Source: an optimization exercise on an open RTL-to-GDS flow (aim: small area and a short achievable clock period). Production flows keep margins and buffers that such runs may drop. Only simulation tests tie the RTL to the original design; equivalence was not proved.

==> inputs of 11-09 <==
==> flow/design.v <==
module mips_core(
    input clk,
    input reset,
    output [32-1:0] imem_addr,
    input  [32-1:0] imem_data,
    output dmem_we,
    output dmem_re,
    output [32-1:0] dmem_addr,
    output [32-1:0] dmem_wdata,
    input  [32-1:0] dmem_rdata,
    output wb_we,
    output [4:0] wb_addr,
    output [32-1:0] wb_data
);
    reg [31:0] pc;
    reg [31:0] ir;               
    reg [31:0] e_a;              
    reg [31:0] e_b;              
    reg [31:0] e_sd;             
    reg [31:0] e_tgt;            
    reg [4:0]  e_dst;
    reg        e_cin, e_sum, e_slt, e_or, e_nor;
    reg        e_br, e_mr, e_mw, e_rw;
    reg [31:0] m_res;            
    reg [31:0] m_sd;
    reg [31:0] m_tgt;
    reg [4:0]  m_dst;
    reg        m_taken, m_mr, m_mw, m_rw;
    reg [31:0] w_data;           
    reg [4:0]  w_dst;
    reg        w_we;
    wire [31:0] pc_inc  = {pc[31:2] + 30'd1, pc[1:0]};
    wire [31:0] pc_next = m_taken ? m_tgt : pc_inc;
    always @(posedge clk) begin
        if (reset) begin
            pc <= 32'd0;
            ir <= 32'd0;
        end else begin
            pc <= pc_next;
            ir <= imem_data;
        end
    end
    assign imem_addr = pc;
    wire [31:0] rf [0:31];
    genvar gi;
    generate
        for (gi = 0; gi < 32; gi = gi + 1) begin : g_rf
            reg [31:0] q;
            always @(posedge clk)
                if (w_we && w_dst == gi)
                    q <= w_data;
            assign rf[gi] = q;
        end
    endgenerate
    wire [31:0] sel_a = 32'd1 << ir[25:21];
    wire [31:0] sel_b = 32'd1 << ir[20:16];
    reg  [31:0] rd_a, rd_b;
    integer k;
    always @(*) begin
        rd_a = 32'd0;
        rd_b = 32'd0;
        for (k = 0; k < 32; k = k + 1) begin
            rd_a = rd_a | ({32{sel_a[k]}} & rf[k]);
            rd_b = rd_b | ({32{sel_b[k]}} & rf[k]);
        end
    end
    wire [5:0] op    = ir[31:26];
    wire [5:0] funct = ir[5:0];
    wire is_r   = (op == 6'b000000);
    wire is_lw  = (op == 6'b100011);
    wire is_sw  = (op == 6'b101011);
    wire is_beq = (op == 6'b000100);
    wire is_oth = ~(is_r | is_lw | is_sw | is_beq);
    wire alusrc = is_lw | is_sw | is_oth;
    wire regdst = is_r | is_oth;
    wire f_sub  = is_r & (funct == 6'b100010);
    wire f_slt  = is_r & (funct == 6'b101010);
    wire f_add  = is_r & (funct == 6'b100000);
    wire f_or   = is_r & (funct == 6'b100101);
    wire f_nor  = is_r & (funct == 6'b100111);
    wire inv    = f_sub | f_slt;
    wire [31:0] se = {{16{ir[15]}}, ir[15:0]};
    wire [31:0] tgt = pc_inc + se;
    always @(posedge clk) begin
        e_a   <= rd_a;
        e_b   <= alusrc ? se : (inv ? ~rd_b : rd_b);
        e_sd  <= rd_b;
        e_tgt <= tgt;
        e_dst <= regdst ? ir[15:11] : ir[20:16];
        e_cin <= inv;
        e_sum <= ~is_r | f_add | f_sub;
        e_slt <= f_slt;
        e_or  <= f_or;
        e_nor <= f_nor;
        if (reset) begin
            e_br <= 1'b0;
            e_mr <= 1'b0;
            e_mw <= 1'b0;
            e_rw <= 1'b0;
        end else begin
            e_br <= is_beq | is_oth;
            e_mr <= is_lw | is_oth;
            e_mw <= is_sw | is_oth;
            e_rw <= is_r | is_lw | is_oth;
        end
    end
    wire [33:0] sum34 = {1'b0, e_a, 1'b1} + {1'b0, e_b, e_cin};
    wire [31:0] sum   = sum34[32:1];
    wire        lt    = ~sum34[33];           
    wire [31:0] orv   = e_a | e_b;
    wire [31:0] logic_res = e_nor ? ~orv : e_or ? orv : (e_a & e_b);
    wire [31:0] alu   = e_sum ? sum : e_slt ? {31'd0, lt} : logic_res;
    wire        zero  = (e_a == e_b);
    always @(posedge clk) begin
        m_res <= alu;
        m_sd  <= e_sd;
        m_tgt <= e_tgt;
        m_dst <= e_dst;
        if (reset) begin
            m_taken <= 1'b0;
            m_mr    <= 1'b0;
            m_mw    <= 1'b0;
            m_rw    <= 1'b0;
        end else begin
            m_taken <= e_br & zero;
            m_mr    <= e_mr;
            m_mw    <= e_mw;
            m_rw    <= e_rw;
        end
    end
    assign dmem_we    = m_mw;
    assign dmem_re    = m_mr;
    assign dmem_addr  = m_res;
    assign dmem_wdata = m_sd;
    always @(posedge clk) begin
        w_data <= m_mr ? dmem_rdata : m_res;
        w_dst  <= m_dst;
        if (reset)
            w_we <= 1'b0;
        else
            w_we <= m_rw;
    end
    assign wb_we   = w_we;
    assign wb_addr = w_dst;
    assign wb_data = w_data;
endmodule
==> flow/run.sh <==
#!/bin/bash
# synth_recipe.tcl (not shown) runs the flow's synth.tcl, then flattens the netlist and writes it again
# the make line also repeats each setting of config.mk as NAME=value (left out here)
make -C /OpenROAD-flow-scripts/flow DESIGN_CONFIG=/design/flow/config.mk WORK_HOME=/design/flow/orfs CLKGATE_MAP_FILE= SYNTH_SCRIPT=/design/flow/synth_recipe.tcl finish
==> flow/config.mk <==
export PLATFORM = sky130hd
export DESIGN_NAME = mips_core
export DESIGN_NICKNAME = mips_core
export VERILOG_FILES = /design/flow/design.v
export SDC_FILE = /design/flow/constraint.sdc
export NUM_CORES = 4
export LEC_CHECK = 0
export CAP_MARGIN = 20
export CORE_MARGIN = 2
export CORE_UTILIZATION = 40
export SLEW_MARGIN = 20
==> flow/constraint.sdc <==
create_clock -name core_clock -period 6.5 [get_ports {clk}]
set_input_delay 1.3000 -clock core_clock [delete_from_list [all_inputs] [get_ports {clk}]]
set_output_delay 1.3000 -clock core_clock [all_outputs]
set_load 0.01 [all_outputs]
==> inputs of 03-27, as changes to 11-09 <==
--- a/flow/design.v
+++ b/flow/design.v
@@ -17,7 +17,9 @@
     reg [31:0] e_a;              
     reg [31:0] e_b;              
     reg [31:0] e_sd;             
-    reg [31:0] e_tgt;            
+    reg [15:0] e_tlo;            
+    reg [15:0] e_phi;            
+    reg        e_tc, e_ts;       
     reg [4:0]  e_dst;
     reg        e_cin, e_sum, e_slt, e_or, e_nor;
     reg        e_br, e_mr, e_mw, e_rw;
@@ -80,12 +82,15 @@
     wire f_nor  = is_r & (funct == 6'b100111);
     wire inv    = f_sub | f_slt;
     wire [31:0] se = {{16{ir[15]}}, ir[15:0]};
-    wire [31:0] tgt = pc_inc + se;
+    wire [16:0] tlo = {1'b0, pc_inc[15:0]} + {1'b0, ir[15:0]};
     always @(posedge clk) begin
         e_a   <= rd_a;
         e_b   <= alusrc ? se : (inv ? ~rd_b : rd_b);
         e_sd  <= rd_b;
-        e_tgt <= tgt;
+        e_tlo <= tlo[15:0];
+        e_tc  <= tlo[16];
+        e_ts  <= ir[15];
+        e_phi <= pc_inc[31:16];
         e_dst <= regdst ? ir[15:11] : ir[20:16];
         e_cin <= inv;
         e_sum <= ~is_r | f_add | f_sub;
@@ -104,17 +109,39 @@
             e_rw <= is_r | is_lw | is_oth;
         end
     end
-    wire [33:0] sum34 = {1'b0, e_a, 1'b1} + {1'b0, e_b, e_cin};
-    wire [31:0] sum   = sum34[32:1];
-    wire        lt    = ~sum34[33];           
+    wire [31:0] kp = e_a ^ e_b;
+    wire [31:0] kg = e_a & e_b;
+    wire [31:0] pg [0:5];
+    wire [31:0] gg [0:5];
+    assign pg[0] = kp;
+    assign gg[0] = {kg[31:1], kg[0] | (kp[0] & e_cin)};
+    genvar kl, kb;
+    generate
+        for (kl = 0; kl < 5; kl = kl + 1) begin : g_ks
+            for (kb = 0; kb < 32; kb = kb + 1) begin : g_bit
+                if (kb >= (1 << kl)) begin : g_op
+                    assign gg[kl+1][kb] = gg[kl][kb] | (pg[kl][kb] & gg[kl][kb - (1 << kl)]);
+                    assign pg[kl+1][kb] = pg[kl][kb] & pg[kl][kb - (1 << kl)];
+                end else begin : g_pass
+                    assign gg[kl+1][kb] = gg[kl][kb];
+                    assign pg[kl+1][kb] = pg[kl][kb];
+                end
+            end
+        end
+    endgenerate
+    wire [31:0] carry = {gg[5][30:0], e_cin};   
+    wire [31:0] sum   = kp ^ carry;
+    wire        lt    = ~gg[5][31];           
     wire [31:0] orv   = e_a | e_b;
     wire [31:0] logic_res = e_nor ? ~orv : e_or ? orv : (e_a & e_b);
     wire [31:0] alu   = e_sum ? sum : e_slt ? {31'd0, lt} : logic_res;
     wire        zero  = (e_a == e_b);
+    wire [15:0] thi = (e_tc & ~e_ts) ? e_phi + 16'd1 :
+                      (~e_tc & e_ts) ? e_phi - 16'd1 : e_phi;
     always @(posedge clk) begin
         m_res <= alu;
         m_sd  <= e_sd;
-        m_tgt <= e_tgt;
+        m_tgt <= {thi, e_tlo};
         m_dst <= e_dst;
         if (reset) begin
             m_taken <= 1'b0;
==> flow/flow/run.sh (new file) <==
#!/bin/bash
# The standard ORFS layout (standard.sh, unchanged synthesis), with:
#  - port buffers of a plain buffer cell (buf_2) instead of the default pick,
#  - gate sizing not restricted to cells of the same footprint.
set -euo pipefail
bash standard.sh finish \
  "BUFFER_PORTS_ARGS=-buffer_cell sky130_fd_sc_hd__buf_2" \
  MATCH_CELL_FOOTPRINT=0 > flow_make.log 2>&1
==> flow/standard.sh (new file) <==
#!/bin/bash
# synth_recipe.tcl (not shown) runs the flow's synth.tcl, then flattens the netlist and writes it again
# the make line also repeats each setting of config.mk as NAME=value (left out here)
make -C /OpenROAD-flow-scripts/flow DESIGN_CONFIG=/design/flow/config.mk WORK_HOME=/design/flow/orfs CLKGATE_MAP_FILE= SYNTH_SCRIPT=/design/flow/synth_recipe.tcl "${@:-finish}"
Settings changed: CORE_UTILIZATION 40 to 35, CTS_CLUSTER_DIAMETER set to 80, CTS_CLUSTER_SIZE set to 24, PLACE_DENSITY set to 0.42, SETUP_SLACK_MARGIN set to 3.65.
removed: flow/run.sh
==> inputs of 11-21, as changes to 11-09 <==
--- a/flow/design.v
+++ b/flow/design.v
@@ -14,10 +14,13 @@
 );
     reg [31:0] pc;
     reg [31:0] ir;               
-    reg [31:0] e_a;              
-    reg [31:0] e_b;              
+    reg [31:0] sel_a, sel_b;     
+    reg [31:0] e_p;              
+    reg [31:0] e_g;              
     reg [31:0] e_sd;             
-    reg [31:0] e_tgt;            
+    reg [15:0] e_tlo;            
+    reg [15:0] e_phi;            
+    reg        e_tc, e_ts;       
     reg [4:0]  e_dst;
     reg        e_cin, e_sum, e_slt, e_or, e_nor;
     reg        e_br, e_mr, e_mw, e_rw;
@@ -27,6 +30,7 @@
     reg [4:0]  m_dst;
     reg        m_taken, m_mr, m_mw, m_rw;
     reg [31:0] w_data;           
+    reg [31:0] w_rfd;            
     reg [4:0]  w_dst;
     reg        w_we;
     wire [31:0] pc_inc  = {pc[31:2] + 30'd1, pc[1:0]};
@@ -35,9 +39,13 @@
         if (reset) begin
             pc <= 32'd0;
             ir <= 32'd0;
+            sel_a <= 32'd1;
+            sel_b <= 32'd1;
         end else begin
             pc <= pc_next;
             ir <= imem_data;
+            sel_a <= 32'd1 << imem_data[25:21];
+            sel_b <= 32'd1 << imem_data[20:16];
         end
     end
     assign imem_addr = pc;
@@ -48,12 +56,10 @@
             reg [31:0] q;
             always @(posedge clk)
                 if (w_we && w_dst == gi)
-                    q <= w_data;
+                    q <= w_rfd;
             assign rf[gi] = q;
         end
     endgenerate
-    wire [31:0] sel_a = 32'd1 << ir[25:21];
-    wire [31:0] sel_b = 32'd1 << ir[20:16];
     reg  [31:0] rd_a, rd_b;
     integer k;
     always @(*) begin
@@ -80,12 +86,16 @@
     wire f_nor  = is_r & (funct == 6'b100111);
     wire inv    = f_sub | f_slt;
     wire [31:0] se = {{16{ir[15]}}, ir[15:0]};
-    wire [31:0] tgt = pc_inc + se;
+    wire [16:0] tlo = {1'b0, pc_inc[15:0]} + {1'b0, ir[15:0]};
+    wire [31:0] op2 = alusrc ? se : (inv ? ~rd_b : rd_b);
     always @(posedge clk) begin
-        e_a   <= rd_a;
-        e_b   <= alusrc ? se : (inv ? ~rd_b : rd_b);
+        e_p   <= rd_a ^ op2;
+        e_g   <= {rd_a[31:1] & op2[31:1], (rd_a[0] & op2[0]) | ((rd_a[0] ^ op2[0]) & inv)};
         e_sd  <= rd_b;
-        e_tgt <= tgt;
+        e_tlo <= tlo[15:0];
+        e_tc  <= tlo[16];
+        e_ts  <= ir[15];
+        e_phi <= pc_inc[31:16];
         e_dst <= regdst ? ir[15:11] : ir[20:16];
         e_cin <= inv;
         e_sum <= ~is_r | f_add | f_sub;
@@ -104,17 +114,37 @@
             e_rw <= is_r | is_lw | is_oth;
         end
     end
-    wire [33:0] sum34 = {1'b0, e_a, 1'b1} + {1'b0, e_b, e_cin};
-    wire [31:0] sum   = sum34[32:1];
-    wire        lt    = ~sum34[33];           
-    wire [31:0] orv   = e_a | e_b;
-    wire [31:0] logic_res = e_nor ? ~orv : e_or ? orv : (e_a & e_b);
+    wire [31:0] pg [0:5];
+    wire [31:0] gg [0:5];
+    assign pg[0] = e_p;
+    assign gg[0] = e_g;
+    genvar kl, kb;
+    generate
+        for (kl = 0; kl < 5; kl = kl + 1) begin : g_ks
+            for (kb = 0; kb < 32; kb = kb + 1) begin : g_bit
+                if (kb >= (1 << kl)) begin : g_op
+                    assign gg[kl+1][kb] = gg[kl][kb] | (pg[kl][kb] & gg[kl][kb - (1 << kl)]);
+                    assign pg[kl+1][kb] = pg[kl][kb] & pg[kl][kb - (1 << kl)];
+                end else begin : g_pass
+                    assign gg[kl+1][kb] = gg[kl][kb];
+                    assign pg[kl+1][kb] = pg[kl][kb];
+                end
+            end
+        end
+    endgenerate
+    wire [31:0] carry = {gg[5][30:0], e_cin};   
+    wire [31:0] sum   = e_p ^ carry;
+    wire        lt    = ~gg[5][31];           
+    wire [31:0] orv   = e_p | e_g;
+    wire [31:0] logic_res = e_nor ? ~orv : e_or ? orv : e_g;
     wire [31:0] alu   = e_sum ? sum : e_slt ? {31'd0, lt} : logic_res;
-    wire        zero  = (e_a == e_b);
+    wire        zero  = ~|e_p;
+    wire [15:0] thi = (e_tc & ~e_ts) ? e_phi + 16'd1 :
+                      (~e_tc & e_ts) ? e_phi - 16'd1 : e_phi;
     always @(posedge clk) begin
         m_res <= alu;
         m_sd  <= e_sd;
-        m_tgt <= e_tgt;
+        m_tgt <= {thi, e_tlo};
         m_dst <= e_dst;
         if (reset) begin
             m_taken <= 1'b0;
@@ -134,6 +164,8 @@
     assign dmem_wdata = m_sd;
     always @(posedge clk) begin
         w_data <= m_mr ? dmem_rdata : m_res;
+        if (m_rw)
+            w_rfd <= m_mr ? dmem_rdata : m_res;
         w_dst  <= m_dst;
         if (reset)
             w_we <= 1'b0;
==> flow/flow/run.sh (new file) <==
#!/bin/bash
# The standard ORFS layout (standard.sh, unchanged synthesis), with:
#  - port buffers of a plain buffer cell (buf_2) instead of the default pick,
#  - gate sizing not restricted to cells of the same footprint.
set -euo pipefail
bash standard.sh finish \
  "BUFFER_PORTS_ARGS=-buffer_cell sky130_fd_sc_hd__buf_2" \
  MATCH_CELL_FOOTPRINT=0 > flow_make.log 2>&1
==> flow/standard.sh (new file) <==
#!/bin/bash
# synth_recipe.tcl (not shown) runs the flow's synth.tcl, then flattens the netlist and writes it again
# the make line also repeats each setting of config.mk as NAME=value (left out here)
make -C /OpenROAD-flow-scripts/flow DESIGN_CONFIG=/design/flow/config.mk WORK_HOME=/design/flow/orfs CLKGATE_MAP_FILE= SYNTH_SCRIPT=/design/flow/synth_recipe.tcl "${@:-finish}"
Settings changed: CORE_UTILIZATION 40 to 50, CTS_CLUSTER_DIAMETER set to 80, CTS_CLUSTER_SIZE set to 24, SETUP_SLACK_MARGIN set to 4.0.
removed: flow/run.sh
==> summary.txt <==
11-09 finished clean. 03-27 went through all stages and came out clean. 11-21 completed with no timing, DRC or antenna violations.
Of 03-27 and 11-09, 03-27 has the higher global-route usage (gap 1.7 points).
The highest area after synthesis belongs to 11-21, the lowest to 03-27.
First-iteration DRC count, lowest first: 03-27, 11-09, 11-21.
The highest synthesized cell count belongs to 11-21, the lowest to 03-27.
Die area: 03-27 > 11-09 > 11-21.
Critical path depth: 11-09 > 03-27 > 11-21.

-- what the ideal ports hide --
How much do the figures lean on ideal ports? The routed layouts below were timed once more, with nothing changed but the port constraints.
Step 1 sets driving cells, clkbuf_16 on the clock port and buf_2 on the other inputs (assumed; they add their load-dependent delay and slew).
Step 2 adds t to the input delays and takes it off the output delays; t is the mean of the earliest and latest rising clock arrival at the registers after step 1. Input paths then give back, and output paths get back, about the clock's delay inside the block.
a / b / c = no drivers / after step 1 / after step 2; a / b = the first two.
run | t, ns | setup slack, ns | worst data-port slew with drivers (ns) | pins driven straight from the clock port
11-09 | 0.873 | 2.274 / 2.274 / 2.274 | 0.06 | 1
03-27 | 0.816 | 3.567 / 3.567 / 3.567 | 0.05 | 1
11-21 | 0.762 | 3.863 / 3.863 / 3.374 | 0.07 | 1
After both steps setup and hold are still met in every run listed. For 11-21, which loses most, drivers alone change the setup slack by 0.000 ns; drivers and shift together by -0.489 ns.
